This is an optimization exercise on Yosys and OpenROAD, whose aim is small area and a short achievable clock period, not a production implementation.
Function not checked in this run: the RTL went through the layout flow alone.
Power is estimated from default activity; no workload was simulated.

File: flow/config.mk
export PLATFORM = sky130hd
export DESIGN_NAME = multiplier_logic
export DESIGN_NICKNAME = multiplier_logic
export VERILOG_FILES = /design/flow/design.v
export SDC_FILE = /design/flow/constraint.sdc
export NUM_CORES = 4
export LEC_CHECK = 0
export CAP_MARGIN = 20
export CORE_MARGIN = 2
export CORE_UTILIZATION = 40
export SLEW_MARGIN = 20
File: flow/constraint.sdc
create_clock -name core_clock -period 4.5 [get_ports {clk}]
set_input_delay 0.9000 -clock core_clock [delete_from_list [all_inputs] [get_ports {clk}]]
set_output_delay 0.9000 -clock core_clock [all_outputs]
set_load 0.01 [all_outputs]
File: flow/design.v
module multiplier_logic (
    input  wire        clk,
    input  wire        rst_n,
    input  wire [15:0] a,
    input  wire [15:0] b,
    output reg  [31:0] y
);
  reg r1_a0;
  reg r1_a1;
  reg r1_a2;
  reg r1_a3;
  reg r1_a4;
  reg r1_a5;
  reg r1_a6;
  reg r1_a7;
  reg r1_a8;
  reg r1_a9;
  reg r1_a10;
  reg r1_a11;
  reg r1_a12;
  reg r1_a13;
  reg r1_a14;
  reg r1_a15;
  reg r1_b15;
  reg r1_one1;
  reg r1_two2;
  reg r1_neg3;
  reg r1_one4;
  reg r1_two5;
  reg r1_neg6;
  reg r1_one7;
  reg r1_two8;
  reg r1_neg9;
  reg r1_one10;
  reg r1_two11;
  reg r1_neg12;
  reg r1_one13;
  reg r1_two14;
  reg r1_neg15;
  reg r1_one16;
  reg r1_two17;
  reg r1_neg18;
  reg r1_one19;
  reg r1_two20;
  reg r1_neg21;
  reg r1_one22;
  reg r1_two23;
  reg r1_neg24;
  reg r2_s193;
  reg r2_s195;
  reg r2_s199;
  reg r2_s203;
  reg r2_c204;
  reg r2_s207;
  reg r2_c206;
  reg r2_s209;
  reg r2_c208;
  reg r2_s211;
  reg r2_s213;
  reg r2_c214;
  reg r2_s217;
  reg r2_c218;
  reg r2_s223;
  reg r2_s227;
  reg r2_s229;
  reg r2_s233;
  reg r2_c228;
  reg r2_s235;
  reg r2_c230;
  reg r2_s239;
  reg r2_c236;
  reg r2_s241;
  reg r2_c242;
  reg r2_s247;
  reg r2_s249;
  reg r2_c250;
  reg r2_s255;
  reg r2_s257;
  reg r2_s265;
  reg r2_c258;
  reg r2_s267;
  reg r2_s275;
  reg r2_c268;
  reg r2_s277;
  reg r2_c276;
  reg r2_s285;
  reg r2_c278;
  reg r2_s287;
  reg r2_s297;
  reg r2_c288;
  reg r2_s299;
  reg r2_s309;
  reg r2_c300;
  reg r2_s311;
  reg r2_s317;
  reg r2_s319;
  reg r2_c312;
  reg r2_s321;
  reg r2_s329;
  reg r2_c322;
  reg r2_s331;
  reg r2_c330;
  reg r2_s337;
  reg r2_c332;
  reg r2_s339;
  reg r2_s345;
  reg r2_c340;
  reg r2_s347;
  reg r2_s351;
  reg r2_c346;
  reg r2_s353;
  reg r2_c348;
  reg r2_s357;
  reg r2_c354;
  reg r2_s359;
  reg r2_s363;
  reg r2_s365;
  reg r2_c366;
  reg r2_s371;
  reg r2_c370;
  reg r2_s375;
  reg r2_c372;
  reg r2_c376;
  reg r2_s379;
  reg r2_s383;
  reg r2_c382;
  reg r2_s385;
  reg r2_c384;
  reg r2_s387;
  reg r3_r2_s193;
  reg r3_r2_s195;
  reg r3_r2_s199;
  reg r3_r2_s203;
  reg r3_s389;
  reg r3_s393;
  reg r3_s397;
  reg r3_s401;
  reg r3_c402;
  reg r3_s403;
  reg r3_r2_s227;
  reg r3_r2_s229;
  reg r3_c404;
  reg r3_r2_s235;
  reg r3_s405;
  reg r3_c406;
  reg r3_s407;
  reg r3_c408;
  reg r3_s409;
  reg r3_c410;
  reg r3_s411;
  reg r3_c412;
  reg r3_s413;
  reg r3_c414;
  reg r3_s415;
  reg r3_s419;
  reg r3_s423;
  reg r3_s427;
  reg r3_s431;
  reg r3_c428;
  reg r3_s435;
  reg r3_s439;
  reg r3_c436;
  reg r3_s443;
  reg r3_s447;
  reg r3_c444;
  reg r3_s451;
  reg r3_s453;
  reg r3_c452;
  reg r3_s455;
  reg r3_s457;
  reg r3_c456;
  reg r3_s459;
  reg r3_r2_s383;
  reg r3_c460;
  reg r3_s461;
  reg r3_r2_s387;
  reg r3_c462;
  wire one1 = b[0] ^ 1'b0;
  wire two2 = (b[1] & ~b[0] & ~1'b0) | (~b[1] & b[0] & 1'b0);
  wire neg3 = b[1];
  wire one4 = b[2] ^ b[1];
  wire two5 = (b[3] & ~b[2] & ~b[1]) | (~b[3] & b[2] & b[1]);
  wire neg6 = b[3];
  wire one7 = b[4] ^ b[3];
  wire two8 = (b[5] & ~b[4] & ~b[3]) | (~b[5] & b[4] & b[3]);
  wire neg9 = b[5];
  wire one10 = b[6] ^ b[5];
  wire two11 = (b[7] & ~b[6] & ~b[5]) | (~b[7] & b[6] & b[5]);
  wire neg12 = b[7];
  wire one13 = b[8] ^ b[7];
  wire two14 = (b[9] & ~b[8] & ~b[7]) | (~b[9] & b[8] & b[7]);
  wire neg15 = b[9];
  wire one16 = b[10] ^ b[9];
  wire two17 = (b[11] & ~b[10] & ~b[9]) | (~b[11] & b[10] & b[9]);
  wire neg18 = b[11];
  wire one19 = b[12] ^ b[11];
  wire two20 = (b[13] & ~b[12] & ~b[11]) | (~b[13] & b[12] & b[11]);
  wire neg21 = b[13];
  wire one22 = b[14] ^ b[13];
  wire two23 = (b[15] & ~b[14] & ~b[13]) | (~b[15] & b[14] & b[13]);
  wire neg24 = b[15];
  wire p25 = ((r1_one1 & r1_a0) | (r1_two2 & 1'b0)) ^ r1_neg3;
  wire p26 = ((r1_one1 & r1_a1) | (r1_two2 & r1_a0)) ^ r1_neg3;
  wire p27 = ((r1_one1 & r1_a2) | (r1_two2 & r1_a1)) ^ r1_neg3;
  wire p28 = ((r1_one1 & r1_a3) | (r1_two2 & r1_a2)) ^ r1_neg3;
  wire p29 = ((r1_one1 & r1_a4) | (r1_two2 & r1_a3)) ^ r1_neg3;
  wire p30 = ((r1_one1 & r1_a5) | (r1_two2 & r1_a4)) ^ r1_neg3;
  wire p31 = ((r1_one1 & r1_a6) | (r1_two2 & r1_a5)) ^ r1_neg3;
  wire p32 = ((r1_one1 & r1_a7) | (r1_two2 & r1_a6)) ^ r1_neg3;
  wire p33 = ((r1_one1 & r1_a8) | (r1_two2 & r1_a7)) ^ r1_neg3;
  wire p34 = ((r1_one1 & r1_a9) | (r1_two2 & r1_a8)) ^ r1_neg3;
  wire p35 = ((r1_one1 & r1_a10) | (r1_two2 & r1_a9)) ^ r1_neg3;
  wire p36 = ((r1_one1 & r1_a11) | (r1_two2 & r1_a10)) ^ r1_neg3;
  wire p37 = ((r1_one1 & r1_a12) | (r1_two2 & r1_a11)) ^ r1_neg3;
  wire p38 = ((r1_one1 & r1_a13) | (r1_two2 & r1_a12)) ^ r1_neg3;
  wire p39 = ((r1_one1 & r1_a14) | (r1_two2 & r1_a13)) ^ r1_neg3;
  wire p40 = ((r1_one1 & r1_a15) | (r1_two2 & r1_a14)) ^ r1_neg3;
  wire p41 = ((r1_one1 & 1'b0) | (r1_two2 & r1_a15)) ^ r1_neg3;
  wire ns42 = ~r1_neg3;
  wire ng43 = r1_neg3;
  wire p44 = ((r1_one4 & r1_a0) | (r1_two5 & 1'b0)) ^ r1_neg6;
  wire p45 = ((r1_one4 & r1_a1) | (r1_two5 & r1_a0)) ^ r1_neg6;
  wire p46 = ((r1_one4 & r1_a2) | (r1_two5 & r1_a1)) ^ r1_neg6;
  wire p47 = ((r1_one4 & r1_a3) | (r1_two5 & r1_a2)) ^ r1_neg6;
  wire p48 = ((r1_one4 & r1_a4) | (r1_two5 & r1_a3)) ^ r1_neg6;
  wire p49 = ((r1_one4 & r1_a5) | (r1_two5 & r1_a4)) ^ r1_neg6;
  wire p50 = ((r1_one4 & r1_a6) | (r1_two5 & r1_a5)) ^ r1_neg6;
  wire p51 = ((r1_one4 & r1_a7) | (r1_two5 & r1_a6)) ^ r1_neg6;
  wire p52 = ((r1_one4 & r1_a8) | (r1_two5 & r1_a7)) ^ r1_neg6;
  wire p53 = ((r1_one4 & r1_a9) | (r1_two5 & r1_a8)) ^ r1_neg6;
  wire p54 = ((r1_one4 & r1_a10) | (r1_two5 & r1_a9)) ^ r1_neg6;
  wire p55 = ((r1_one4 & r1_a11) | (r1_two5 & r1_a10)) ^ r1_neg6;
  wire p56 = ((r1_one4 & r1_a12) | (r1_two5 & r1_a11)) ^ r1_neg6;
  wire p57 = ((r1_one4 & r1_a13) | (r1_two5 & r1_a12)) ^ r1_neg6;
  wire p58 = ((r1_one4 & r1_a14) | (r1_two5 & r1_a13)) ^ r1_neg6;
  wire p59 = ((r1_one4 & r1_a15) | (r1_two5 & r1_a14)) ^ r1_neg6;
  wire p60 = ((r1_one4 & 1'b0) | (r1_two5 & r1_a15)) ^ r1_neg6;
  wire ns61 = ~r1_neg6;
  wire ng62 = r1_neg6;
  wire p63 = ((r1_one7 & r1_a0) | (r1_two8 & 1'b0)) ^ r1_neg9;
  wire p64 = ((r1_one7 & r1_a1) | (r1_two8 & r1_a0)) ^ r1_neg9;
  wire p65 = ((r1_one7 & r1_a2) | (r1_two8 & r1_a1)) ^ r1_neg9;
  wire p66 = ((r1_one7 & r1_a3) | (r1_two8 & r1_a2)) ^ r1_neg9;
  wire p67 = ((r1_one7 & r1_a4) | (r1_two8 & r1_a3)) ^ r1_neg9;
  wire p68 = ((r1_one7 & r1_a5) | (r1_two8 & r1_a4)) ^ r1_neg9;
  wire p69 = ((r1_one7 & r1_a6) | (r1_two8 & r1_a5)) ^ r1_neg9;
  wire p70 = ((r1_one7 & r1_a7) | (r1_two8 & r1_a6)) ^ r1_neg9;
  wire p71 = ((r1_one7 & r1_a8) | (r1_two8 & r1_a7)) ^ r1_neg9;
  wire p72 = ((r1_one7 & r1_a9) | (r1_two8 & r1_a8)) ^ r1_neg9;
  wire p73 = ((r1_one7 & r1_a10) | (r1_two8 & r1_a9)) ^ r1_neg9;
  wire p74 = ((r1_one7 & r1_a11) | (r1_two8 & r1_a10)) ^ r1_neg9;
  wire p75 = ((r1_one7 & r1_a12) | (r1_two8 & r1_a11)) ^ r1_neg9;
  wire p76 = ((r1_one7 & r1_a13) | (r1_two8 & r1_a12)) ^ r1_neg9;
  wire p77 = ((r1_one7 & r1_a14) | (r1_two8 & r1_a13)) ^ r1_neg9;
  wire p78 = ((r1_one7 & r1_a15) | (r1_two8 & r1_a14)) ^ r1_neg9;
  wire p79 = ((r1_one7 & 1'b0) | (r1_two8 & r1_a15)) ^ r1_neg9;
  wire ns80 = ~r1_neg9;
  wire ng81 = r1_neg9;
  wire p82 = ((r1_one10 & r1_a0) | (r1_two11 & 1'b0)) ^ r1_neg12;
  wire p83 = ((r1_one10 & r1_a1) | (r1_two11 & r1_a0)) ^ r1_neg12;
  wire p84 = ((r1_one10 & r1_a2) | (r1_two11 & r1_a1)) ^ r1_neg12;
  wire p85 = ((r1_one10 & r1_a3) | (r1_two11 & r1_a2)) ^ r1_neg12;
  wire p86 = ((r1_one10 & r1_a4) | (r1_two11 & r1_a3)) ^ r1_neg12;
  wire p87 = ((r1_one10 & r1_a5) | (r1_two11 & r1_a4)) ^ r1_neg12;
  wire p88 = ((r1_one10 & r1_a6) | (r1_two11 & r1_a5)) ^ r1_neg12;
  wire p89 = ((r1_one10 & r1_a7) | (r1_two11 & r1_a6)) ^ r1_neg12;
  wire p90 = ((r1_one10 & r1_a8) | (r1_two11 & r1_a7)) ^ r1_neg12;
  wire p91 = ((r1_one10 & r1_a9) | (r1_two11 & r1_a8)) ^ r1_neg12;
  wire p92 = ((r1_one10 & r1_a10) | (r1_two11 & r1_a9)) ^ r1_neg12;
  wire p93 = ((r1_one10 & r1_a11) | (r1_two11 & r1_a10)) ^ r1_neg12;
  wire p94 = ((r1_one10 & r1_a12) | (r1_two11 & r1_a11)) ^ r1_neg12;
  wire p95 = ((r1_one10 & r1_a13) | (r1_two11 & r1_a12)) ^ r1_neg12;
  wire p96 = ((r1_one10 & r1_a14) | (r1_two11 & r1_a13)) ^ r1_neg12;
  wire p97 = ((r1_one10 & r1_a15) | (r1_two11 & r1_a14)) ^ r1_neg12;
  wire p98 = ((r1_one10 & 1'b0) | (r1_two11 & r1_a15)) ^ r1_neg12;
  wire ns99 = ~r1_neg12;
  wire ng100 = r1_neg12;
  wire p101 = ((r1_one13 & r1_a0) | (r1_two14 & 1'b0)) ^ r1_neg15;
  wire p102 = ((r1_one13 & r1_a1) | (r1_two14 & r1_a0)) ^ r1_neg15;
  wire p103 = ((r1_one13 & r1_a2) | (r1_two14 & r1_a1)) ^ r1_neg15;
  wire p104 = ((r1_one13 & r1_a3) | (r1_two14 & r1_a2)) ^ r1_neg15;
  wire p105 = ((r1_one13 & r1_a4) | (r1_two14 & r1_a3)) ^ r1_neg15;
  wire p106 = ((r1_one13 & r1_a5) | (r1_two14 & r1_a4)) ^ r1_neg15;
  wire p107 = ((r1_one13 & r1_a6) | (r1_two14 & r1_a5)) ^ r1_neg15;
  wire p108 = ((r1_one13 & r1_a7) | (r1_two14 & r1_a6)) ^ r1_neg15;
  wire p109 = ((r1_one13 & r1_a8) | (r1_two14 & r1_a7)) ^ r1_neg15;
  wire p110 = ((r1_one13 & r1_a9) | (r1_two14 & r1_a8)) ^ r1_neg15;
  wire p111 = ((r1_one13 & r1_a10) | (r1_two14 & r1_a9)) ^ r1_neg15;
  wire p112 = ((r1_one13 & r1_a11) | (r1_two14 & r1_a10)) ^ r1_neg15;
  wire p113 = ((r1_one13 & r1_a12) | (r1_two14 & r1_a11)) ^ r1_neg15;
  wire p114 = ((r1_one13 & r1_a13) | (r1_two14 & r1_a12)) ^ r1_neg15;
  wire p115 = ((r1_one13 & r1_a14) | (r1_two14 & r1_a13)) ^ r1_neg15;
  wire p116 = ((r1_one13 & r1_a15) | (r1_two14 & r1_a14)) ^ r1_neg15;
  wire p117 = ((r1_one13 & 1'b0) | (r1_two14 & r1_a15)) ^ r1_neg15;
  wire ns118 = ~r1_neg15;
  wire ng119 = r1_neg15;
  wire p120 = ((r1_one16 & r1_a0) | (r1_two17 & 1'b0)) ^ r1_neg18;
  wire p121 = ((r1_one16 & r1_a1) | (r1_two17 & r1_a0)) ^ r1_neg18;
  wire p122 = ((r1_one16 & r1_a2) | (r1_two17 & r1_a1)) ^ r1_neg18;
  wire p123 = ((r1_one16 & r1_a3) | (r1_two17 & r1_a2)) ^ r1_neg18;
  wire p124 = ((r1_one16 & r1_a4) | (r1_two17 & r1_a3)) ^ r1_neg18;
  wire p125 = ((r1_one16 & r1_a5) | (r1_two17 & r1_a4)) ^ r1_neg18;
  wire p126 = ((r1_one16 & r1_a6) | (r1_two17 & r1_a5)) ^ r1_neg18;
  wire p127 = ((r1_one16 & r1_a7) | (r1_two17 & r1_a6)) ^ r1_neg18;
  wire p128 = ((r1_one16 & r1_a8) | (r1_two17 & r1_a7)) ^ r1_neg18;
  wire p129 = ((r1_one16 & r1_a9) | (r1_two17 & r1_a8)) ^ r1_neg18;
  wire p130 = ((r1_one16 & r1_a10) | (r1_two17 & r1_a9)) ^ r1_neg18;
  wire p131 = ((r1_one16 & r1_a11) | (r1_two17 & r1_a10)) ^ r1_neg18;
  wire p132 = ((r1_one16 & r1_a12) | (r1_two17 & r1_a11)) ^ r1_neg18;
  wire p133 = ((r1_one16 & r1_a13) | (r1_two17 & r1_a12)) ^ r1_neg18;
  wire p134 = ((r1_one16 & r1_a14) | (r1_two17 & r1_a13)) ^ r1_neg18;
  wire p135 = ((r1_one16 & r1_a15) | (r1_two17 & r1_a14)) ^ r1_neg18;
  wire p136 = ((r1_one16 & 1'b0) | (r1_two17 & r1_a15)) ^ r1_neg18;
  wire ns137 = ~r1_neg18;
  wire ng138 = r1_neg18;
  wire p139 = ((r1_one19 & r1_a0) | (r1_two20 & 1'b0)) ^ r1_neg21;
  wire p140 = ((r1_one19 & r1_a1) | (r1_two20 & r1_a0)) ^ r1_neg21;
  wire p141 = ((r1_one19 & r1_a2) | (r1_two20 & r1_a1)) ^ r1_neg21;
  wire p142 = ((r1_one19 & r1_a3) | (r1_two20 & r1_a2)) ^ r1_neg21;
  wire p143 = ((r1_one19 & r1_a4) | (r1_two20 & r1_a3)) ^ r1_neg21;
  wire p144 = ((r1_one19 & r1_a5) | (r1_two20 & r1_a4)) ^ r1_neg21;
  wire p145 = ((r1_one19 & r1_a6) | (r1_two20 & r1_a5)) ^ r1_neg21;
  wire p146 = ((r1_one19 & r1_a7) | (r1_two20 & r1_a6)) ^ r1_neg21;
  wire p147 = ((r1_one19 & r1_a8) | (r1_two20 & r1_a7)) ^ r1_neg21;
  wire p148 = ((r1_one19 & r1_a9) | (r1_two20 & r1_a8)) ^ r1_neg21;
  wire p149 = ((r1_one19 & r1_a10) | (r1_two20 & r1_a9)) ^ r1_neg21;
  wire p150 = ((r1_one19 & r1_a11) | (r1_two20 & r1_a10)) ^ r1_neg21;
  wire p151 = ((r1_one19 & r1_a12) | (r1_two20 & r1_a11)) ^ r1_neg21;
  wire p152 = ((r1_one19 & r1_a13) | (r1_two20 & r1_a12)) ^ r1_neg21;
  wire p153 = ((r1_one19 & r1_a14) | (r1_two20 & r1_a13)) ^ r1_neg21;
  wire p154 = ((r1_one19 & r1_a15) | (r1_two20 & r1_a14)) ^ r1_neg21;
  wire p155 = ((r1_one19 & 1'b0) | (r1_two20 & r1_a15)) ^ r1_neg21;
  wire ns156 = ~r1_neg21;
  wire ng157 = r1_neg21;
  wire p158 = ((r1_one22 & r1_a0) | (r1_two23 & 1'b0)) ^ r1_neg24;
  wire p159 = ((r1_one22 & r1_a1) | (r1_two23 & r1_a0)) ^ r1_neg24;
  wire p160 = ((r1_one22 & r1_a2) | (r1_two23 & r1_a1)) ^ r1_neg24;
  wire p161 = ((r1_one22 & r1_a3) | (r1_two23 & r1_a2)) ^ r1_neg24;
  wire p162 = ((r1_one22 & r1_a4) | (r1_two23 & r1_a3)) ^ r1_neg24;
  wire p163 = ((r1_one22 & r1_a5) | (r1_two23 & r1_a4)) ^ r1_neg24;
  wire p164 = ((r1_one22 & r1_a6) | (r1_two23 & r1_a5)) ^ r1_neg24;
  wire p165 = ((r1_one22 & r1_a7) | (r1_two23 & r1_a6)) ^ r1_neg24;
  wire p166 = ((r1_one22 & r1_a8) | (r1_two23 & r1_a7)) ^ r1_neg24;
  wire p167 = ((r1_one22 & r1_a9) | (r1_two23 & r1_a8)) ^ r1_neg24;
  wire p168 = ((r1_one22 & r1_a10) | (r1_two23 & r1_a9)) ^ r1_neg24;
  wire p169 = ((r1_one22 & r1_a11) | (r1_two23 & r1_a10)) ^ r1_neg24;
  wire p170 = ((r1_one22 & r1_a12) | (r1_two23 & r1_a11)) ^ r1_neg24;
  wire p171 = ((r1_one22 & r1_a13) | (r1_two23 & r1_a12)) ^ r1_neg24;
  wire p172 = ((r1_one22 & r1_a14) | (r1_two23 & r1_a13)) ^ r1_neg24;
  wire p173 = ((r1_one22 & r1_a15) | (r1_two23 & r1_a14)) ^ r1_neg24;
  wire p174 = ((r1_one22 & 1'b0) | (r1_two23 & r1_a15)) ^ r1_neg24;
  wire ns175 = ~r1_neg24;
  wire ng176 = r1_neg24;
  wire p177 = r1_a0 & r1_b15;
  wire p178 = r1_a1 & r1_b15;
  wire p179 = r1_a2 & r1_b15;
  wire p180 = r1_a3 & r1_b15;
  wire p181 = r1_a4 & r1_b15;
  wire p182 = r1_a5 & r1_b15;
  wire p183 = r1_a6 & r1_b15;
  wire p184 = r1_a7 & r1_b15;
  wire p185 = r1_a8 & r1_b15;
  wire p186 = r1_a9 & r1_b15;
  wire p187 = r1_a10 & r1_b15;
  wire p188 = r1_a11 & r1_b15;
  wire p189 = r1_a12 & r1_b15;
  wire p190 = r1_a13 & r1_b15;
  wire p191 = r1_a14 & r1_b15;
  wire p192 = r1_a15 & r1_b15;
  wire s193 = ng43 ^ p25;
  wire c194 = ng43 & p25;
  wire s195 = p26 ^ c194;
  wire c196 = p26 & c194;
  wire s197 = ng62 ^ p27 ^ p44;
  wire c198 = (ng62 & p27) | (ng62 & p44) | (p27 & p44);
  wire s199 = c196 ^ s197;
  wire c200 = c196 & s197;
  wire s201 = p28 ^ p45 ^ c198;
  wire c202 = (p28 & p45) | (p28 & c198) | (p45 & c198);
  wire s203 = c200 ^ s201;
  wire c204 = c200 & s201;
  wire s205 = ng81 ^ p29 ^ p46;
  wire c206 = (ng81 & p29) | (ng81 & p46) | (p29 & p46);
  wire s207 = p63 ^ s205 ^ c202;
  wire c208 = (p63 & s205) | (p63 & c202) | (s205 & c202);
  wire s209 = p30 ^ p47 ^ p64;
  wire c210 = (p30 & p47) | (p30 & p64) | (p47 & p64);
  wire s211 = ng100 ^ p31 ^ p48;
  wire c212 = (ng100 & p31) | (ng100 & p48) | (p31 & p48);
  wire s213 = p65 ^ p82 ^ c210;
  wire c214 = (p65 & p82) | (p65 & c210) | (p82 & c210);
  wire s215 = p32 ^ p49 ^ p66;
  wire c216 = (p32 & p49) | (p32 & p66) | (p49 & p66);
  wire s217 = p83 ^ c212 ^ s215;
  wire c218 = (p83 & c212) | (p83 & s215) | (c212 & s215);
  wire s219 = ng119 ^ p101 ^ p33;
  wire c220 = (ng119 & p101) | (ng119 & p33) | (p101 & p33);
  wire s221 = p50 ^ p67 ^ p84;
  wire c222 = (p50 & p67) | (p50 & p84) | (p67 & p84);
  wire s223 = c216 ^ s219 ^ s221;
  wire c224 = (c216 & s219) | (c216 & s221) | (s219 & s221);
  wire s225 = p102 ^ p34 ^ p51;
  wire c226 = (p102 & p34) | (p102 & p51) | (p34 & p51);
  wire s227 = p68 ^ p85 ^ c220;
  wire c228 = (p68 & p85) | (p68 & c220) | (p85 & c220);
  wire s229 = c222 ^ s225 ^ c224;
  wire c230 = (c222 & s225) | (c222 & c224) | (s225 & c224);
  wire s231 = ng138 ^ p103 ^ p120;
  wire c232 = (ng138 & p103) | (ng138 & p120) | (p103 & p120);
  wire s233 = p35 ^ p52 ^ p69;
  wire c234 = (p35 & p52) | (p35 & p69) | (p52 & p69);
  wire s235 = p86 ^ c226 ^ s231;
  wire c236 = (p86 & c226) | (p86 & s231) | (c226 & s231);
  wire s237 = p104 ^ p121 ^ p36;
  wire c238 = (p104 & p121) | (p104 & p36) | (p121 & p36);
  wire s239 = p53 ^ p70 ^ p87;
  wire c240 = (p53 & p70) | (p53 & p87) | (p70 & p87);
  wire s241 = c232 ^ c234 ^ s237;
  wire c242 = (c232 & c234) | (c232 & s237) | (c234 & s237);
  wire s243 = ng157 ^ p105 ^ p122;
  wire c244 = (ng157 & p105) | (ng157 & p122) | (p105 & p122);
  wire s245 = p139 ^ p37 ^ p54;
  wire c246 = (p139 & p37) | (p139 & p54) | (p37 & p54);
  wire s247 = p71 ^ p88 ^ c238;
  wire c248 = (p71 & p88) | (p71 & c238) | (p88 & c238);
  wire s249 = c240 ^ s243 ^ s245;
  wire c250 = (c240 & s243) | (c240 & s245) | (s243 & s245);
  wire s251 = p106 ^ p123 ^ p140;
  wire c252 = (p106 & p123) | (p106 & p140) | (p123 & p140);
  wire s253 = p38 ^ p55 ^ p72;
  wire c254 = (p38 & p55) | (p38 & p72) | (p55 & p72);
  wire s255 = p89 ^ c244 ^ c246;
  wire c256 = (p89 & c244) | (p89 & c246) | (c244 & c246);
  wire s257 = s251 ^ s253 ^ c248;
  wire c258 = (s251 & s253) | (s251 & c248) | (s253 & c248);
  wire s259 = ng176 ^ p107 ^ p124;
  wire c260 = (ng176 & p107) | (ng176 & p124) | (p107 & p124);
  wire s261 = p141 ^ p158 ^ p39;
  wire c262 = (p141 & p158) | (p141 & p39) | (p158 & p39);
  wire s263 = p56 ^ p73 ^ p90;
  wire c264 = (p56 & p73) | (p56 & p90) | (p73 & p90);
  wire s265 = c252 ^ c254 ^ s259;
  wire c266 = (c252 & c254) | (c252 & s259) | (c254 & s259);
  wire s267 = s261 ^ s263 ^ c256;
  wire c268 = (s261 & s263) | (s261 & c256) | (s263 & c256);
  wire s269 = p108 ^ p125 ^ p142;
  wire c270 = (p108 & p125) | (p108 & p142) | (p125 & p142);
  wire s271 = p159 ^ p40 ^ p57;
  wire c272 = (p159 & p40) | (p159 & p57) | (p40 & p57);
  wire s273 = p74 ^ p91 ^ c260;
  wire c274 = (p74 & p91) | (p74 & c260) | (p91 & c260);
  wire s275 = c262 ^ c264 ^ s269;
  wire c276 = (c262 & c264) | (c262 & s269) | (c264 & s269);
  wire s277 = s271 ^ c266 ^ s273;
  wire c278 = (s271 & c266) | (s271 & s273) | (c266 & s273);
  wire s279 = p177 ^ p109 ^ p126;
  wire c280 = (p177 & p109) | (p177 & p126) | (p109 & p126);
  wire s281 = p143 ^ p160 ^ p41;
  wire c282 = (p143 & p160) | (p143 & p41) | (p160 & p41);
  wire s283 = p58 ^ p75 ^ p92;
  wire c284 = (p58 & p75) | (p58 & p92) | (p75 & p92);
  wire s285 = c270 ^ c272 ^ s279;
  wire c286 = (c270 & c272) | (c270 & s279) | (c272 & s279);
  wire s287 = s281 ^ s283 ^ c274;
  wire c288 = (s281 & s283) | (s281 & c274) | (s283 & c274);
  wire s289 = 1'b1 ^ ns42 ^ p178;
  wire c290 = (1'b1 & ns42) | (1'b1 & p178) | (ns42 & p178);
  wire s291 = p110 ^ p127 ^ p144;
  wire c292 = (p110 & p127) | (p110 & p144) | (p127 & p144);
  wire s293 = p161 ^ p59 ^ p76;
  wire c294 = (p161 & p59) | (p161 & p76) | (p59 & p76);
  wire s295 = p93 ^ s289 ^ c280;
  wire c296 = (p93 & s289) | (p93 & c280) | (s289 & c280);
  wire s297 = c282 ^ c284 ^ s291;
  wire c298 = (c282 & c284) | (c282 & s291) | (c284 & s291);
  wire s299 = s293 ^ c286 ^ s295;
  wire c300 = (s293 & c286) | (s293 & s295) | (c286 & s295);
  wire s301 = 1'b1 ^ p179 ^ p111;
  wire c302 = (1'b1 & p179) | (1'b1 & p111) | (p179 & p111);
  wire s303 = p128 ^ p145 ^ p162;
  wire c304 = (p128 & p145) | (p128 & p162) | (p145 & p162);
  wire s305 = p60 ^ p77 ^ p94;
  wire c306 = (p60 & p77) | (p60 & p94) | (p77 & p94);
  wire s307 = c290 ^ c292 ^ c294;
  wire c308 = (c290 & c292) | (c290 & c294) | (c292 & c294);
  wire s309 = s301 ^ s303 ^ s305;
  wire c310 = (s301 & s303) | (s301 & s305) | (s303 & s305);
  wire s311 = c296 ^ c298 ^ s307;
  wire c312 = (c296 & c298) | (c296 & s307) | (c298 & s307);
  wire s313 = ns61 ^ p180 ^ p112;
  wire c314 = (ns61 & p180) | (ns61 & p112) | (p180 & p112);
  wire s315 = p129 ^ p146 ^ p163;
  wire c316 = (p129 & p146) | (p129 & p163) | (p146 & p163);
  wire s317 = p78 ^ p95 ^ c302;
  wire c318 = (p78 & p95) | (p78 & c302) | (p95 & c302);
  wire s319 = c304 ^ c306 ^ s313;
  wire c320 = (c304 & c306) | (c304 & s313) | (c306 & s313);
  wire s321 = s315 ^ c308 ^ c310;
  wire c322 = (s315 & c308) | (s315 & c310) | (c308 & c310);
  wire s323 = 1'b1 ^ p181 ^ p113;
  wire c324 = (1'b1 & p181) | (1'b1 & p113) | (p181 & p113);
  wire s325 = p130 ^ p147 ^ p164;
  wire c326 = (p130 & p147) | (p130 & p164) | (p147 & p164);
  wire s327 = p79 ^ p96 ^ c314;
  wire c328 = (p79 & p96) | (p79 & c314) | (p96 & c314);
  wire s329 = c316 ^ s323 ^ s325;
  wire c330 = (c316 & s323) | (c316 & s325) | (s323 & s325);
  wire s331 = c318 ^ c320 ^ s327;
  wire c332 = (c318 & c320) | (c318 & s327) | (c320 & s327);
  wire s333 = ns80 ^ p182 ^ p114;
  wire c334 = (ns80 & p182) | (ns80 & p114) | (p182 & p114);
  wire s335 = p131 ^ p148 ^ p165;
  wire c336 = (p131 & p148) | (p131 & p165) | (p148 & p165);
  wire s337 = p97 ^ c324 ^ c326;
  wire c338 = (p97 & c324) | (p97 & c326) | (c324 & c326);
  wire s339 = s333 ^ s335 ^ c328;
  wire c340 = (s333 & s335) | (s333 & c328) | (s335 & c328);
  wire s341 = 1'b1 ^ p183 ^ p115;
  wire c342 = (1'b1 & p183) | (1'b1 & p115) | (p183 & p115);
  wire s343 = p132 ^ p149 ^ p166;
  wire c344 = (p132 & p149) | (p132 & p166) | (p149 & p166);
  wire s345 = p98 ^ c334 ^ c336;
  wire c346 = (p98 & c334) | (p98 & c336) | (c334 & c336);
  wire s347 = s341 ^ s343 ^ c338;
  wire c348 = (s341 & s343) | (s341 & c338) | (s343 & c338);
  wire s349 = ns99 ^ p184 ^ p116;
  wire c350 = (ns99 & p184) | (ns99 & p116) | (p184 & p116);
  wire s351 = p133 ^ p150 ^ p167;
  wire c352 = (p133 & p150) | (p133 & p167) | (p150 & p167);
  wire s353 = c342 ^ c344 ^ s349;
  wire c354 = (c342 & c344) | (c342 & s349) | (c344 & s349);
  wire s355 = 1'b1 ^ p185 ^ p117;
  wire c356 = (1'b1 & p185) | (1'b1 & p117) | (p185 & p117);
  wire s357 = p134 ^ p151 ^ p168;
  wire c358 = (p134 & p151) | (p134 & p168) | (p151 & p168);
  wire s359 = c350 ^ c352 ^ s355;
  wire c360 = (c350 & c352) | (c350 & s355) | (c352 & s355);
  wire s361 = ns118 ^ p186 ^ p135;
  wire c362 = (ns118 & p186) | (ns118 & p135) | (p186 & p135);
  wire s363 = p152 ^ p169 ^ c356;
  wire c364 = (p152 & p169) | (p152 & c356) | (p169 & c356);
  wire s365 = c358 ^ s361 ^ c360;
  wire c366 = (c358 & s361) | (c358 & c360) | (s361 & c360);
  wire s367 = 1'b1 ^ p187 ^ p136;
  wire c368 = (1'b1 & p187) | (1'b1 & p136) | (p187 & p136);
  wire s369 = p153 ^ p170 ^ c362;
  wire c370 = (p153 & p170) | (p153 & c362) | (p170 & c362);
  wire s371 = s367 ^ c364 ^ s369;
  wire c372 = (s367 & c364) | (s367 & s369) | (c364 & s369);
  wire s373 = ns137 ^ p188 ^ p154;
  wire c374 = (ns137 & p188) | (ns137 & p154) | (p188 & p154);
  wire s375 = p171 ^ c368 ^ s373;
  wire c376 = (p171 & c368) | (p171 & s373) | (c368 & s373);
  wire s377 = 1'b1 ^ p189 ^ p155;
  wire c378 = (1'b1 & p189) | (1'b1 & p155) | (p189 & p155);
  wire s379 = p172 ^ c374 ^ s377;
  wire c380 = (p172 & c374) | (p172 & s377) | (c374 & s377);
  wire s381 = ns156 ^ p190 ^ p173;
  wire c382 = (ns156 & p190) | (ns156 & p173) | (p190 & p173);
  wire s383 = c378 ^ s381 ^ c380;
  wire c384 = (c378 & s381) | (c378 & c380) | (s381 & c380);
  wire s385 = 1'b1 ^ p191 ^ p174;
  wire c386 = (1'b1 & p191) | (1'b1 & p174) | (p191 & p174);
  wire s387 = ns175 ^ p192 ^ c386;
  wire c388 = (ns175 & p192) | (ns175 & c386) | (p192 & c386);
  wire s389 = r2_c204 ^ r2_s207;
  wire c390 = r2_c204 & r2_s207;
  wire s391 = r2_c206 ^ r2_c208 ^ r2_s209;
  wire c392 = (r2_c206 & r2_c208) | (r2_c206 & r2_s209) | (r2_c208 & r2_s209);
  wire s393 = c390 ^ s391;
  wire c394 = c390 & s391;
  wire s395 = r2_s211 ^ r2_s213 ^ c392;
  wire c396 = (r2_s211 & r2_s213) | (r2_s211 & c392) | (r2_s213 & c392);
  wire s397 = c394 ^ s395;
  wire c398 = c394 & s395;
  wire s399 = r2_c214 ^ r2_s217 ^ c396;
  wire c400 = (r2_c214 & r2_s217) | (r2_c214 & c396) | (r2_s217 & c396);
  wire s401 = c398 ^ s399;
  wire c402 = c398 & s399;
  wire s403 = r2_c218 ^ r2_s223 ^ c400;
  wire c404 = (r2_c218 & r2_s223) | (r2_c218 & c400) | (r2_s223 & c400);
  wire s405 = r2_c228 ^ r2_c230 ^ r2_s233;
  wire c406 = (r2_c228 & r2_c230) | (r2_c228 & r2_s233) | (r2_c230 & r2_s233);
  wire s407 = r2_c236 ^ r2_s239 ^ r2_s241;
  wire c408 = (r2_c236 & r2_s239) | (r2_c236 & r2_s241) | (r2_s239 & r2_s241);
  wire s409 = r2_c242 ^ r2_s247 ^ r2_s249;
  wire c410 = (r2_c242 & r2_s247) | (r2_c242 & r2_s249) | (r2_s247 & r2_s249);
  wire s411 = r2_c250 ^ r2_s255 ^ r2_s257;
  wire c412 = (r2_c250 & r2_s255) | (r2_c250 & r2_s257) | (r2_s255 & r2_s257);
  wire s413 = r2_c258 ^ r2_s265 ^ r2_s267;
  wire c414 = (r2_c258 & r2_s265) | (r2_c258 & r2_s267) | (r2_s265 & r2_s267);
  wire s415 = r2_c268 ^ r2_s275 ^ r2_s277;
  wire c416 = (r2_c268 & r2_s275) | (r2_c268 & r2_s277) | (r2_s275 & r2_s277);
  wire s417 = r2_c276 ^ r2_c278 ^ r2_s285;
  wire c418 = (r2_c276 & r2_c278) | (r2_c276 & r2_s285) | (r2_c278 & r2_s285);
  wire s419 = r2_s287 ^ c416 ^ s417;
  wire c420 = (r2_s287 & c416) | (r2_s287 & s417) | (c416 & s417);
  wire s421 = r2_c288 ^ r2_s297 ^ r2_s299;
  wire c422 = (r2_c288 & r2_s297) | (r2_c288 & r2_s299) | (r2_s297 & r2_s299);
  wire s423 = c418 ^ s421 ^ c420;
  wire c424 = (c418 & s421) | (c418 & c420) | (s421 & c420);
  wire s425 = r2_c300 ^ r2_s309 ^ r2_s311;
  wire c426 = (r2_c300 & r2_s309) | (r2_c300 & r2_s311) | (r2_s309 & r2_s311);
  wire s427 = c422 ^ s425 ^ c424;
  wire c428 = (c422 & s425) | (c422 & c424) | (s425 & c424);
  wire s429 = r2_c312 ^ r2_s317 ^ r2_s319;
  wire c430 = (r2_c312 & r2_s317) | (r2_c312 & r2_s319) | (r2_s317 & r2_s319);
  wire s431 = r2_s321 ^ c426 ^ s429;
  wire c432 = (r2_s321 & c426) | (r2_s321 & s429) | (c426 & s429);
  wire s433 = r2_c322 ^ r2_s329 ^ r2_s331;
  wire c434 = (r2_c322 & r2_s329) | (r2_c322 & r2_s331) | (r2_s329 & r2_s331);
  wire s435 = c430 ^ s433 ^ c432;
  wire c436 = (c430 & s433) | (c430 & c432) | (s433 & c432);
  wire s437 = r2_c330 ^ r2_c332 ^ r2_s337;
  wire c438 = (r2_c330 & r2_c332) | (r2_c330 & r2_s337) | (r2_c332 & r2_s337);
  wire s439 = r2_s339 ^ c434 ^ s437;
  wire c440 = (r2_s339 & c434) | (r2_s339 & s437) | (c434 & s437);
  wire s441 = r2_c340 ^ r2_s345 ^ r2_s347;
  wire c442 = (r2_c340 & r2_s345) | (r2_c340 & r2_s347) | (r2_s345 & r2_s347);
  wire s443 = c438 ^ s441 ^ c440;
  wire c444 = (c438 & s441) | (c438 & c440) | (s441 & c440);
  wire s445 = r2_c346 ^ r2_c348 ^ r2_s351;
  wire c446 = (r2_c346 & r2_c348) | (r2_c346 & r2_s351) | (r2_c348 & r2_s351);
  wire s447 = r2_s353 ^ c442 ^ s445;
  wire c448 = (r2_s353 & c442) | (r2_s353 & s445) | (c442 & s445);
  wire s449 = r2_c354 ^ r2_s357 ^ r2_s359;
  wire c450 = (r2_c354 & r2_s357) | (r2_c354 & r2_s359) | (r2_s357 & r2_s359);
  wire s451 = c446 ^ s449 ^ c448;
  wire c452 = (c446 & s449) | (c446 & c448) | (s449 & c448);
  wire s453 = r2_s363 ^ r2_s365 ^ c450;
  wire c454 = (r2_s363 & r2_s365) | (r2_s363 & c450) | (r2_s365 & c450);
  wire s455 = r2_c366 ^ r2_s371 ^ c454;
  wire c456 = (r2_c366 & r2_s371) | (r2_c366 & c454) | (r2_s371 & c454);
  wire s457 = r2_c370 ^ r2_c372 ^ r2_s375;
  wire c458 = (r2_c370 & r2_c372) | (r2_c370 & r2_s375) | (r2_c372 & r2_s375);
  wire s459 = r2_c376 ^ r2_s379 ^ c458;
  wire c460 = (r2_c376 & r2_s379) | (r2_c376 & c458) | (r2_s379 & c458);
  wire s461 = r2_c382 ^ r2_c384 ^ r2_s385;
  wire c462 = (r2_c382 & r2_c384) | (r2_c382 & r2_s385) | (r2_c384 & r2_s385);
  wire s463 = r3_c404 ^ r3_r2_s227;
  wire c464 = r3_c404 & r3_r2_s227;
  wire s465 = r3_r2_s235 ^ r3_s405;
  wire c466 = r3_r2_s235 & r3_s405;
  wire s467 = r3_c406 ^ r3_s407;
  wire c468 = r3_c406 & r3_s407;
  wire s469 = r3_c408 ^ r3_s409;
  wire c470 = r3_c408 & r3_s409;
  wire s471 = r3_c410 ^ r3_s411;
  wire c472 = r3_c410 & r3_s411;
  wire s473 = r3_c412 ^ r3_s413;
  wire c474 = r3_c412 & r3_s413;
  wire s475 = r3_c414 ^ r3_s415;
  wire c476 = r3_c414 & r3_s415;
  wire [31:0] ra = {r3_c462, r3_s461, r3_c460, r3_s459, r3_c456, r3_s455, r3_c452, r3_s451, r3_c444, r3_s443, r3_c436, r3_s435, r3_c428, r3_s427, r3_s423, r3_s419, c474, c472, c470, c468, c466, c464, r3_r2_s229, r3_c402, r3_s401, r3_s397, r3_s393, r3_s389, r3_r2_s203, r3_r2_s199, r3_r2_s195, r3_r2_s193};
  wire [31:0] rb = {r3_r2_s387, 1'b0, r3_r2_s383, 1'b0, r3_s457, 1'b0, r3_s453, 1'b0, r3_s447, 1'b0, r3_s439, 1'b0, r3_s431, 1'b0, 1'b0, c476, s475, s473, s471, s469, s467, s465, s463, r3_s403, 1'b0, 1'b0, 1'b0, 1'b0, 1'b0, 1'b0, 1'b0, 1'b0};
  wire [31:0] prod = ra + rb;
  reg [31:0] q4;
  always @(posedge clk) q4 <= prod;
  always @(posedge clk) begin
    r1_a0 <= a[0];
    r1_a1 <= a[1];
    r1_a2 <= a[2];
    r1_a3 <= a[3];
    r1_a4 <= a[4];
    r1_a5 <= a[5];
    r1_a6 <= a[6];
    r1_a7 <= a[7];
    r1_a8 <= a[8];
    r1_a9 <= a[9];
    r1_a10 <= a[10];
    r1_a11 <= a[11];
    r1_a12 <= a[12];
    r1_a13 <= a[13];
    r1_a14 <= a[14];
    r1_a15 <= a[15];
    r1_b15 <= b[15];
    r1_one1 <= one1;
    r1_two2 <= two2;
    r1_neg3 <= neg3;
    r1_one4 <= one4;
    r1_two5 <= two5;
    r1_neg6 <= neg6;
    r1_one7 <= one7;
    r1_two8 <= two8;
    r1_neg9 <= neg9;
    r1_one10 <= one10;
    r1_two11 <= two11;
    r1_neg12 <= neg12;
    r1_one13 <= one13;
    r1_two14 <= two14;
    r1_neg15 <= neg15;
    r1_one16 <= one16;
    r1_two17 <= two17;
    r1_neg18 <= neg18;
    r1_one19 <= one19;
    r1_two20 <= two20;
    r1_neg21 <= neg21;
    r1_one22 <= one22;
    r1_two23 <= two23;
    r1_neg24 <= neg24;
    r2_s193 <= s193;
    r2_s195 <= s195;
    r2_s199 <= s199;
    r2_s203 <= s203;
    r2_c204 <= c204;
    r2_s207 <= s207;
    r2_c206 <= c206;
    r2_s209 <= s209;
    r2_c208 <= c208;
    r2_s211 <= s211;
    r2_s213 <= s213;
    r2_c214 <= c214;
    r2_s217 <= s217;
    r2_c218 <= c218;
    r2_s223 <= s223;
    r2_s227 <= s227;
    r2_s229 <= s229;
    r2_s233 <= s233;
    r2_c228 <= c228;
    r2_s235 <= s235;
    r2_c230 <= c230;
    r2_s239 <= s239;
    r2_c236 <= c236;
    r2_s241 <= s241;
    r2_c242 <= c242;
    r2_s247 <= s247;
    r2_s249 <= s249;
    r2_c250 <= c250;
    r2_s255 <= s255;
    r2_s257 <= s257;
    r2_s265 <= s265;
    r2_c258 <= c258;
    r2_s267 <= s267;
    r2_s275 <= s275;
    r2_c268 <= c268;
    r2_s277 <= s277;
    r2_c276 <= c276;
    r2_s285 <= s285;
    r2_c278 <= c278;
    r2_s287 <= s287;
    r2_s297 <= s297;
    r2_c288 <= c288;
    r2_s299 <= s299;
    r2_s309 <= s309;
    r2_c300 <= c300;
    r2_s311 <= s311;
    r2_s317 <= s317;
    r2_s319 <= s319;
    r2_c312 <= c312;
    r2_s321 <= s321;
    r2_s329 <= s329;
    r2_c322 <= c322;
    r2_s331 <= s331;
    r2_c330 <= c330;
    r2_s337 <= s337;
    r2_c332 <= c332;
    r2_s339 <= s339;
    r2_s345 <= s345;
    r2_c340 <= c340;
    r2_s347 <= s347;
    r2_s351 <= s351;
    r2_c346 <= c346;
    r2_s353 <= s353;
    r2_c348 <= c348;
    r2_s357 <= s357;
    r2_c354 <= c354;
    r2_s359 <= s359;
    r2_s363 <= s363;
    r2_s365 <= s365;
    r2_c366 <= c366;
    r2_s371 <= s371;
    r2_c370 <= c370;
    r2_s375 <= s375;
    r2_c372 <= c372;
    r2_c376 <= c376;
    r2_s379 <= s379;
    r2_s383 <= s383;
    r2_c382 <= c382;
    r2_s385 <= s385;
    r2_c384 <= c384;
    r2_s387 <= s387;
    r3_r2_s193 <= r2_s193;
    r3_r2_s195 <= r2_s195;
    r3_r2_s199 <= r2_s199;
    r3_r2_s203 <= r2_s203;
    r3_s389 <= s389;
    r3_s393 <= s393;
    r3_s397 <= s397;
    r3_s401 <= s401;
    r3_c402 <= c402;
    r3_s403 <= s403;
    r3_r2_s227 <= r2_s227;
    r3_r2_s229 <= r2_s229;
    r3_c404 <= c404;
    r3_r2_s235 <= r2_s235;
    r3_s405 <= s405;
    r3_c406 <= c406;
    r3_s407 <= s407;
    r3_c408 <= c408;
    r3_s409 <= s409;
    r3_c410 <= c410;
    r3_s411 <= s411;
    r3_c412 <= c412;
    r3_s413 <= s413;
    r3_c414 <= c414;
    r3_s415 <= s415;
    r3_s419 <= s419;
    r3_s423 <= s423;
    r3_s427 <= s427;
    r3_s431 <= s431;
    r3_c428 <= c428;
    r3_s435 <= s435;
    r3_s439 <= s439;
    r3_c436 <= c436;
    r3_s443 <= s443;
    r3_s447 <= s447;
    r3_c444 <= c444;
    r3_s451 <= s451;
    r3_s453 <= s453;
    r3_c452 <= c452;
    r3_s455 <= s455;
    r3_s457 <= s457;
    r3_c456 <= c456;
    r3_s459 <= s459;
    r3_r2_s383 <= r2_s383;
    r3_c460 <= c460;
    r3_s461 <= s461;
    r3_r2_s387 <= r2_s387;
    r3_c462 <= c462;
  end
  reg [3:0] v;
  always @(posedge clk) begin
    if (!rst_n) begin
      v <= 4'd0;
      y <= 32'd0;
    end else begin
      v <= {v[2:0], 1'b1};
      y <= v[3] ? q4 : 32'd0;
    end
  end
endmodule
File: flow/run.sh
#!/bin/bash
# synth_recipe.tcl (not shown) runs the flow's synth.tcl, then flattens the netlist and writes it again
# the make line also repeats each setting of config.mk as NAME=value (left out here)
make -C /OpenROAD-flow-scripts/flow DESIGN_CONFIG=/design/flow/config.mk WORK_HOME=/design/flow/orfs CLKGATE_MAP_FILE= SYNTH_SCRIPT=/design/flow/synth_recipe.tcl finish
==> impl_metrics.py <==
metrics = {
    "setup_path": {
        "reg2reg_slack_ps": 1540,
        "path_max_fanout": 11,
        "worstSetupEndpointType": "flip-flop",
        "critPathKind": "reg2reg",
        "critPathArrivalTime_ps": 3360,
        "startpoint_type": "flip-flop",
        "worstReg2RegStart": "r1_neg6$_DFF_P_",
        "reg2reg_to": "r2_s229$_DFF_P_",
        "required_ps": 4910,
        "reg2reg_depth": 6,
    },
    "synthesis": {
        "synth.distinct_cells": 46,
        "synth_edf_count": 0,
        "yosys.area.top_type_share_pct": 39.9,
        "synthFlopType": "dfxtp_1",
        "synth_area_leaders": "dfxtp_1 40%, fa_1 20%, xnor2_1 8.2%",
        "synth_mux_area_share_pct": 0.274,
        "synth_compound_area_share_pct": 11.2,
        "yosys_warnings": 1,
        "async_flop_share_pct": 0,
        "synth-xor-area-share_pct": 12.0,
        "syn_area_sq_um": 11900,
        "yosysSeqAreaShare_pct": 39.9,
        "avgSynthCellArea_sq_um": 10.8,
        "syn_nets": 1290,
        "yosys-top-cells-count": "237 x dfxtp_1, 150 x inv_1, 121 x a22oi_1, 116 x fa_1, 111 x xnor2_1",
        "ys_ff_latch": 237,
        "synth-simple-area-share_pct": 5.61,
        "yosysMostFrequentCell": "dfxtp_1",
        "synthAdderAreaFrac_pct": 23.4,
        "synth_top_family_by_area": "adder cells",
        "yosysTopAreaCell": "dfxtp_1",
        "postSynthCellCount": 1103,
    },
    "detailed_routing": {
        "post_drt_wl_per_cell_um": 16.7,
        "firstDrtPassIters": 5,
        "routed-wl-met3_um": 1970,
        "drt-initial-drc-count": 500,
        "drt_wl_total_um": 25500,
        "routed.top_layer": "met4",
        "route.vias.total": 7357,
        "via_per_inst": 4.82,
        "wl_met1_um": 12100,
        "ant_nets": 0,
        "wl_met2_um": 10800,
        "drcViolationCount": 0,
    },
    "timing": {
        "setup_violations": 0,
        "maxSlewHeadroom_pct": 39.9,
        "min_period_ps": 2960,
        "rsz0062_at_grt": "false",
        "finalClockSkew_ps": 25.1,
        "hold_slack_ps": 326,
        "worst_pin_slew_ps": 899,
        "fin_tns_setup_ps": 0,
        "fin_crit_sh_pct": 65.7,
        "hold_viol": 0,
        "fmax_ghz": 0.338,
        "drv_slew": 0,
    },
    "floorplan": {
        "core_sq_um": 29500,
        "rows": 63,
        "die_h_um": 176,
        "die-area_sq_um": 31100,
        "start_util_pct": 40.3,
        "chipWidth_um": 176,
        "io_pins": 66,
    },
    "clock_network": {
        "cts_tree": "built",
        "cts_buffers": 25,
        "insertion_delay_ps": 550,
        "hold_buffers": 0,
        "cts_resized": 0,
        "clk_pin_slew_ps": 60,
        "postCtsSetupBuffers": 0,
        "h-tree-depth": 1,
        "clock_path_buffers": 3,
        "cts-root-buf": "clkbuf_16",
        "clock-sinks": 237,
    },
    "power_and_ir_drop": {
        "p_seq_share_pct": 37.8,
        "power_density_nw_per_um2": 642,
        "clock_power_share_pct": 23.2,
        "fin_total_pwr_mw": 8.72,
        "power_switching_mw": 3.14,
        "p_int_mw": 5.58,
        "p_leak_nw": 5.86,
        "switching_share_pct": 36.0,
        "vdd_ir_drop_max_mv": 0.238,
        "combPwrFrac_pct": 39.0,
    },
    "placement": {
        "gp_congestion": 0.878,
        "dp_cells": 1482,
        "dpl.hpwl_um": 18800,
        "placed_area_sq_um": 12800,
        "portBuffers": 65,
    },
    "cells_and_area": {
        "regArea_sq_um": 4740,
        "fillers": 2769,
        "final_nets": 1306,
        "antennaDiodeCount": 0,
        "top_regs": "q4 x32, y x32, v x4",
        "fin_area_sq_um": 13600,
        "layout-drive-gt1-share_pct": 5.46,
        "stdcell_count": 1526,
        "syn2layout_area_growth_pct": 14.3,
        "multi_input_area_sq_um": 6250,
    },
    "global_route": {
        "grt_pass1_vias": 7527,
        "gr-total-overflow": 0,
        "track_usage_pct": 17.0,
        "antenna_found_initial": 0,
        "grt_max_degree": 37,
        "grt_pass1_wl_um": 41700,
    },
    "status": {
        "status": "finished clean",
    },
    "hold_path": {
        "holdPathStages": 0,
        "hold_end": "q4[3]$_DFF_P_",
        "hp-class": "reg2reg",
        "min_from": "r3_r2_s203$_DFF_P_",
    },
    "run": {
        "cap_viol_max_count": 0,
    },
}
per-stage QoR:
step / util, % / setup WS [ps]
global route: 46.1 / 1380
floorplan: - / 1810
CTS: 46.1 / 1540
detailed placement: 43.3 / 1550
finish: 46.1 / 1540
global placement: 43.3 / 1610
cell type report:
type,instances,share of cell area [%]
clock buffers,32,5.02
clock inverters,12,0.995
inverters,152,4.20
multi-input cells,629,46.0
flip-flops and latches,237,34.9
well taps,390,3.59
repair buffers,74,5.29
critical path, stage by stage (launching register included):
cell and delay [ps]:
dfxtp_1 600, inv_1 430, xnor2_1 260, fa_1 510, inv_1 70, fa_1 450
fa_1 490
kinds of logic (layout without fill, tap and decap cells):
logic type                 after synthesis  count (layout)
muxes                                    3               3
AOI/OAI and AO/OA                      179             179
xor gates and xnor gates               163             163
adders and majority gates              153             153
DFF                                    237             237
and+or+nand+nor                        131             131
buffers and inverters                  237             270
cell usage in the layout (no fill, tap or decap), drive strengths merged, types with 3 or more instances in the layout:
cell	instances
a211oi	3
a21o	4
a21oi	13
a22oi	121
a31oi	4
and2	8
and3	36
buf	9
clkbuf	32
clkdlybuf4s50	65
clkinv	8
dfxtp	237
fa	116
ha	37
inv	153
nand2	51
nand2b	5
nand3	7
nand4	3
nor2	11
o211ai	6
o21ai	16
xnor2	111
xor2	52
power groups by stage:
| stage | logic, mW | registers (mW) | clock network (mW) |
|---|---|---|---|
| after detailed placement | 3.45 | 3.34 | 0 |
| after global routing | 3.98 | 3.38 | 2.18 |
| final | 3.40 | 3.29 | 2.02 |
| after CTS | 3.45 | 3.30 | 2.09 |
| after global placement | 3.35 | 3.32 | 0 |
| after floorplan | 2.59 | 3.14 | 0 |
worst max-delay path by stage:
stage / cells after the start / slack [ps] / start / to
after floorplan: 8 / 1810 / r1_a2$_DFF_P_ / r2_s229$_DFF_P_
after global placement: 6 / 1610 / r1_neg9$_DFF_P_ / r2_s229$_DFF_P_
after detailed placement: 6 / 1550 / r1_neg9$_DFF_P_ / r2_s229$_DFF_P_
after CTS: 6 / 1540 / r1_neg9$_DFF_P_ / r2_s229$_DFF_P_
after global routing: 6 / 1380 / r1_neg9$_DFF_P_ / r2_s229$_DFF_P_
final: 6 / 1540 / r1_neg6$_DFF_P_ / r2_s229$_DFF_P_
routing by layer:
layer  vias up  GRT usage [%]
li1       3568              -
met1      3491           24.9
met2       250           25.4
met3        48           3.45
met4         0           5.17
met5         -              0

port drivers added, routing unchanged:
The results above use ideal ports. As a check the final layout listed here was re-extracted and re-timed, cells and wires unchanged. Step 1 (the two cells are an assumption about what drives the block):
set clk [get_ports {clk}]
set_driving_cell -lib_cell sky130_fd_sc_hd__clkbuf_16 $clk
set_driving_cell -lib_cell sky130_fd_sc_hd__buf_2 [delete_from_list [all_inputs] $clk]
Step 2 times the ports against the registers' clock, not the clock port: input delays grow and output delays shrink by t, the midpoint of the rising clock arrivals with the driver on. Three values: no drivers, after step 1, after step 2; two values: the first two.
t (ns): 0.587
setup WS [ns]: 1.545 / 1.545 / 1.545
worst setup path at the end: register to register
pins driven straight from the clock port: 1
After both steps this run still meets setup and hold. For this run, drivers alone change the setup slack by 0.000 ns; drivers and shift together by 0.000 ns.
